This is an optimization exercise on Yosys and OpenROAD, whose aim is small area and a short achievable clock period, not a production implementation. The RTL was checked by simulation tests, not by an equivalence proof against the original design.

==> flow/design.v, too long to show whole: its modules and the start of the top module <==
// module KiwiNPU: 19679 lines
module KiwiNPU (
  input  wire         clk,
  input  wire         rst_n,
  input  wire [31:0]  in_vec,
  input  wire [511:0] weights_flat,
  input  wire [95:0]  biases_flat,
  output wire [31:0]  out_vec
);
  // ...
==> flow/flow/run.sh <==
#!/bin/bash
# The standard layout, with Yosys's generic ABC pass skipped before full-adder
# extraction (SYNTH_ARGS=-noabc), so the hand-built adder trees in the RTL map
# onto full-adder cells as written. ABC still maps the rest afterwards.
set -euo pipefail
bash standard.sh SYNTH_ARGS=-noabc finish > standard_flow.log 2>&1
==> flow/standard.sh <==
#!/bin/bash
# synth_recipe.tcl (not shown) runs the flow's synth.tcl, then flattens the netlist and writes it again
# the make line also repeats each setting of config.mk as NAME=value (left out here)
make -C /OpenROAD-flow-scripts/flow DESIGN_CONFIG=/design/flow/config.mk WORK_HOME=/design/flow/orfs CLKGATE_MAP_FILE= SYNTH_SCRIPT=/design/flow/synth_recipe.tcl "${@:-finish}"
==> flow/config.mk <==
export PLATFORM = sky130hd
export DESIGN_NAME = KiwiNPU
export DESIGN_NICKNAME = KiwiNPU
export VERILOG_FILES = /design/flow/design.v
export SDC_FILE = /design/flow/constraint.sdc
export NUM_CORES = 4
export LEC_CHECK = 0
export CAP_MARGIN = 20
export CORE_MARGIN = 2
export CORE_UTILIZATION = 40
export SLEW_MARGIN = 20
==> flow/constraint.sdc <==
create_clock -name core_clock -period 12.0 [get_ports {clk}]
set_input_delay 2.4000 -clock core_clock [delete_from_list [all_inputs] [get_ports {clk}]]
set_output_delay 2.4000 -clock core_clock [all_outputs]
set_load 0.01 [all_outputs]
==> impl_results.md, run 1 <==
- Outcome: no timing/DRC/antenna violations
- Fraction of area in multi-input gates: 84.97%
- Reg clk slew, reported paths: 0.07 ns
- Tcrit/Tclk final: 80.88%
- Final Max Slew Viols: 0
- Syn Inst Count: 9658
- N_taps: 3533
- Area share of xor/xnor cells in the synthesized design: 8.490%
- Met1 GRT Util: 42.67%
- Synth-to-Final Area Change: 9.324%
- Worst Skew: between 0.02 and 0.03 ns
- Top Metal Used: met5
- HP Class: register to register
- Reg2reg start: hqn_2_1
- Drt total wl: approximately 450 mm
- Routed vias/inst: between 6 and 7
- Crit path max-delay family: adder cells
- Synth Area in Compound Gates: ~9.0%
- Register bit total from synthesis: 116
- GRT Max-Usage Layer: met2
- #MultiIn Comb: 8363
- Cells along the critical path: buf_2 -> buf_4 -> and2_1 -> fa_1 -> fa_1 -> fa_1 -> fa_1 -> fa_1 -> fa_1 -> fa_1 -> inv_1 -> ha_1 -> xnor2_1 -> nor4_1 -> nand3_1 -> o211ai_1 -> o21a_1
- Most numerous cell on the critical path: fa_1
- ANT nets after route: 0
- Synth Area in Simple Gates: 12.84%
- Post-Place Worst Slack: 1.980 ns
- Seq/Total Area, Yosys: 2.717%
- Synth top cells by count: fa_1, and2_1, xnor2_1
- Setup TNS: 0 ns
- # rows: between 150 and 200
- WP buf/inv: 3
- Hold path cells: 6
- Finished Core Util: 44.03%
- Largest family of logic cells by synthesized area: adder cells
- Adder-Cell Fraction of Synth Area: roughly 62%
- Top cell type's share of synthesized area: 55.92%
- Worst Hold End: yq_1[0]
- Data arrival time of the worst path: around 10 ns
- Multiplexer share of the synthesized area: 0.2178%
==> inputs of run 2 (changes only) <==
--- a/flow/config.mk
+++ b/flow/config.mk
@@ -9,3 +9,4 @@
 export CORE_MARGIN = 2
 export CORE_UTILIZATION = 40
+export SETUP_SLACK_MARGIN = 3.0
 export SLEW_MARGIN = 20
==> impl_results.md, run 2 <==
- Outcome: no timing/DRC/antenna violations (unchanged)
- First drt pass iteration count: 10 (was 8)
- # rows: 189 (unchanged)
- R2R cell count: 20 (unchanged)
- Gr usage total: 33.59% (about the same)
- Worst-skew pair later-pin latency: 0.53 ns (about the same)
- First-pass GRT wire length: 652.8 mm (was 652.7 mm)
- Reg2reg start: hqn_2_1 (unchanged)
- Share of layout cells above drive strength 1: 3.010% (was 2.888%)
- Critical path fanouts, max: 34 (was 45)
- Most common cell after layout, fill and taps aside: fa_1 (unchanged)
- Grt ovf: 0 (unchanged)
- Syn Area/Cell: 11.06 µm² (unchanged)
- Worst R2R End: yq_3[4] (was yq_0[0])
- ANT nets after route: 0 (unchanged)
- Final #Nets: 13898 (was 13893)
- Max Clk Rate: 111.2 MHz (was 103.0 MHz)
- Final Max Slew Viols: 0 (unchanged)
- Synth top cells by count: fa_1, and2_1, xnor2_1 (unchanged)
- Vias: 81437 (was 81510)
- CP required: 12.44 ns (about the same)
- Area of the die: 271300 µm² (unchanged)
- Iter 0 DRT Violations: 9884 (was 9846)
- Die height: 520.9 µm (unchanged)
- Worst setup EP type: register (unchanged)
- R2R setup slack: 4.09 ns (was 3.86 ns)
- Slew HR: 15.79% (was 15.80%)
- Top cell type's share of synthesized area: 55.92% (unchanged)
- Commonest non-fill, non-tap cells in the layout: fa_1, and2_1, xnor2_1, a22oi_1, clkdlybuf4s50_1 (unchanged)
- Die X: 520.9 µm (unchanged)
- Routed vias/inst: 6.100 (was 6.101)
- Startpoint types: input port (unchanged)
- Worst Skew: 0.02637 ns (was 0.02607 ns)
- Initial antenna violation count: 137 (was 135)
- Core box area: 265300 µm² (unchanged)
- RSZ-0062 raised after global routing: no (unchanged)
- Hold path cells: 6 (unchanged)
- Data arrival time of the worst path: 9.44 ns (was 10.15 ns)
- Worst Hold End: yq_1[0] (unchanged)
- Register bit total from synthesis: 116 (unchanged)
- Top-count cell post-synth: fa_1 (unchanged)
- Setup TNS: 0 ns (unchanged)
- Unique masters post-synth: 60 (unchanged)
- Gp weighted congestion: 1.006 (unchanged)
- CTS tree: yes (unchanged)
- Syn Inst Count: 9658 (unchanged)
- Fin cells: 13350 (was 13360)
- Final Setup Violations: 0 (unchanged)
- Max cap viols: 0 (unchanged)
- Number of flops mapped to enable cells by yosys: 0 (unchanged)
- Synth area leaders: fa_1, and2_1, xnor2_1, ha_1, a22oi_1 (unchanged)
- CTS Buf Count: 17 (unchanged)
- Clock tree sinks: 116 (unchanged)
- Vias in the first global route: 91837 (was 91832)
- Placed insts: 13230 (unchanged)
- Largest net degree at the start of global routing: 67 (unchanged)
- Final HPWL from detailed placement: 354.3 mm (unchanged)
- Drt total wl: 451.9 mm (was 451.7 mm)
- Hold path startpoint: hqn_7_0 (unchanged)
- Reg clk slew, reported paths: 0.07 ns (about the same)
- Final min period: 8.990 ns (was 9.706 ns)
- Tcrit/Tclk final: 74.92% (was 80.88%)
- HP Class: register to register (unchanged)
- Clock root buffer: clkbuf_16 (unchanged)
- Maximum root-to-sink buffer count: 2 (unchanged)
- Worst-Margin Slew: 1.259 ns (about the same)
- Design Area, Final: 116900 µm² (was 116800 µm²)
- Synth area leader: fa_1 (unchanged)
- Placed Area: 115900 µm² (unchanged)
- Synth warnings: 1 (unchanged)
- Ports: 674 (unchanged)
- Buffers on Ports: 669 (unchanged)
- Synth-to-Final Area Change: 9.426% (was 9.324%)
- Seq/Total Area, Yosys: 2.717% (unchanged)
- Initial core utilization: 40.27% (unchanged)
- Routed len/inst: 33.85 µm (was 33.81 µm)
- Number of buffers inserted by hold repair at cts: 0 (unchanged)
- H-tree depth: 4 (unchanged)
- Asr flop ratio synth: 100.0% (unchanged)
- Synth Flop Type: dfrtp_1 (unchanged)
- CP Class: input port to register (unchanged)
- DRC: 0 (unchanged)
- Synth Cell Area: 106900 µm² (unchanged)
- Final hold violations: 0 (unchanged)
## run 2: cell counts after synthesis
Identical to the previous run, type by type.
## run 2: final cells by class
cell class	count	area [µm²]
multi-input cells	8363	99300
well taps	3533	4420
fillers	24844	148400
clock buffers	18	429.2
diodes	82	205.2
inverters	379	1423
clock inverters	14	201.4
flip-flops and latches	116	2934
repair buffers	845	8014
## run 2: cells by family after synthesis
logic type | count (synthesis) | share of synthesized area (%)
AO/OA/AOI/OAI | 1314 | 8.971
XOR/XNOR | 1035 | 8.490
adder cells (fa/ha/maj) | 3534 | 62.35
buffers and inverters | 1182 | 4.407
flip-flops | 116 | 2.717
multiplexers | 23 | 0.2178
other | 1 | 0.003509
AND/OR/NAND/NOR | 2453 | 12.84
## run 2: worst max-delay path by stage
| stage | start | end | slack (ns) | depth (start not counted) |
|---|---|---|---|---|
| floorplan | weights_flat[386] | yq_2[6] | 3.88 | 21 |
| global placement | in_vec[21] | hqn_1_1 | 1.97 | 17 |
| detailed placement | in_vec[9] | hqn_1_1 | 1.98 | 17 |
| CTS | in_vec[2] | hqn_0_2 | 3.04 | 20 |
| global route | weights_flat[481] | yq_3[4] | 2.98 | 20 |
| finish | in_vec[12] | hqn_1_1 | 3.01 | 18 |
## run 2: timing repair
item                       CTS  global route
resized for setup            6            24
setup endpoints to repair   15            59
pin swaps                    3             2
setup buffers                3             3
## run 2: per-layer routing
layer	share of wire (%)	up-vias	global-route usage [%]
li1	-	31025	-
met1	37	43071	42.68
met2	45	6013	51.10
met3	12	1256	9.776
met4	6.6	72	19.47
met5	0.12	-	0
## run 2: through the flow
step	hold slack [ns]	setup WS [ns]	utilization, %
floorplan	1.134	3.882	-
global placement	1.479	1.966	43.70
detailed placement	1.493	1.980	43.70
CTS	1.507	3.038	43.95
global route	1.563	2.981	44.02
finish	1.522	3.010	44.07
## run 2: critical path, cell delays in order
cell and delay [ns]:
buf_2 0.52, buf_4 0.66, and2_1 0.26, fa_1 0.42, fa_1 0.51, fa_1 0.57
fa_1 0.44, fa_1 0.40, fa_1 0.49, fa_1 0.52, inv_1 0.05, ha_1 0.29
xnor2_1 0.14, nor4_1 0.61, nand3_2 0.47, o211ai_1 0.23, buf_4 0.21, o21a_1 0.14

## static timing again, ports no longer ideal
No port has a modelled driver above. Below, the same layouts with a new extraction and two added sets of constraints. Step 1 (the two cells are an assumption about what drives the block):
set clk [get_ports {clk}]
set_driving_cell -lib_cell sky130_fd_sc_hd__clkbuf_16 $clk
set_driving_cell -lib_cell sky130_fd_sc_hd__buf_2 [delete_from_list [all_inputs] $clk]
Step 2 times the ports against the registers' clock, not the clock port: input delays grow and output delays shrink by t, the midpoint of the rising clock arrivals with the driver on. Slacks: ideal / step 1 / step 2; pairs: ideal / step 1.
run	t (ns)	setup slack, ns	clock arrival spread, ns	slew at the worst register clock pin (ns)
run 1	0.593	2.294 / 2.343 / 1.750	0.026 / 0.026	0.08 / 0.08
run 2	0.593	3.010 / 3.057 / 2.463	0.027 / 0.027	0.08 / 0.08
After both steps every run listed still meets setup and hold. For run 2, which loses most, drivers alone change the setup slack by +0.047 ns; drivers and shift together by -0.547 ns.
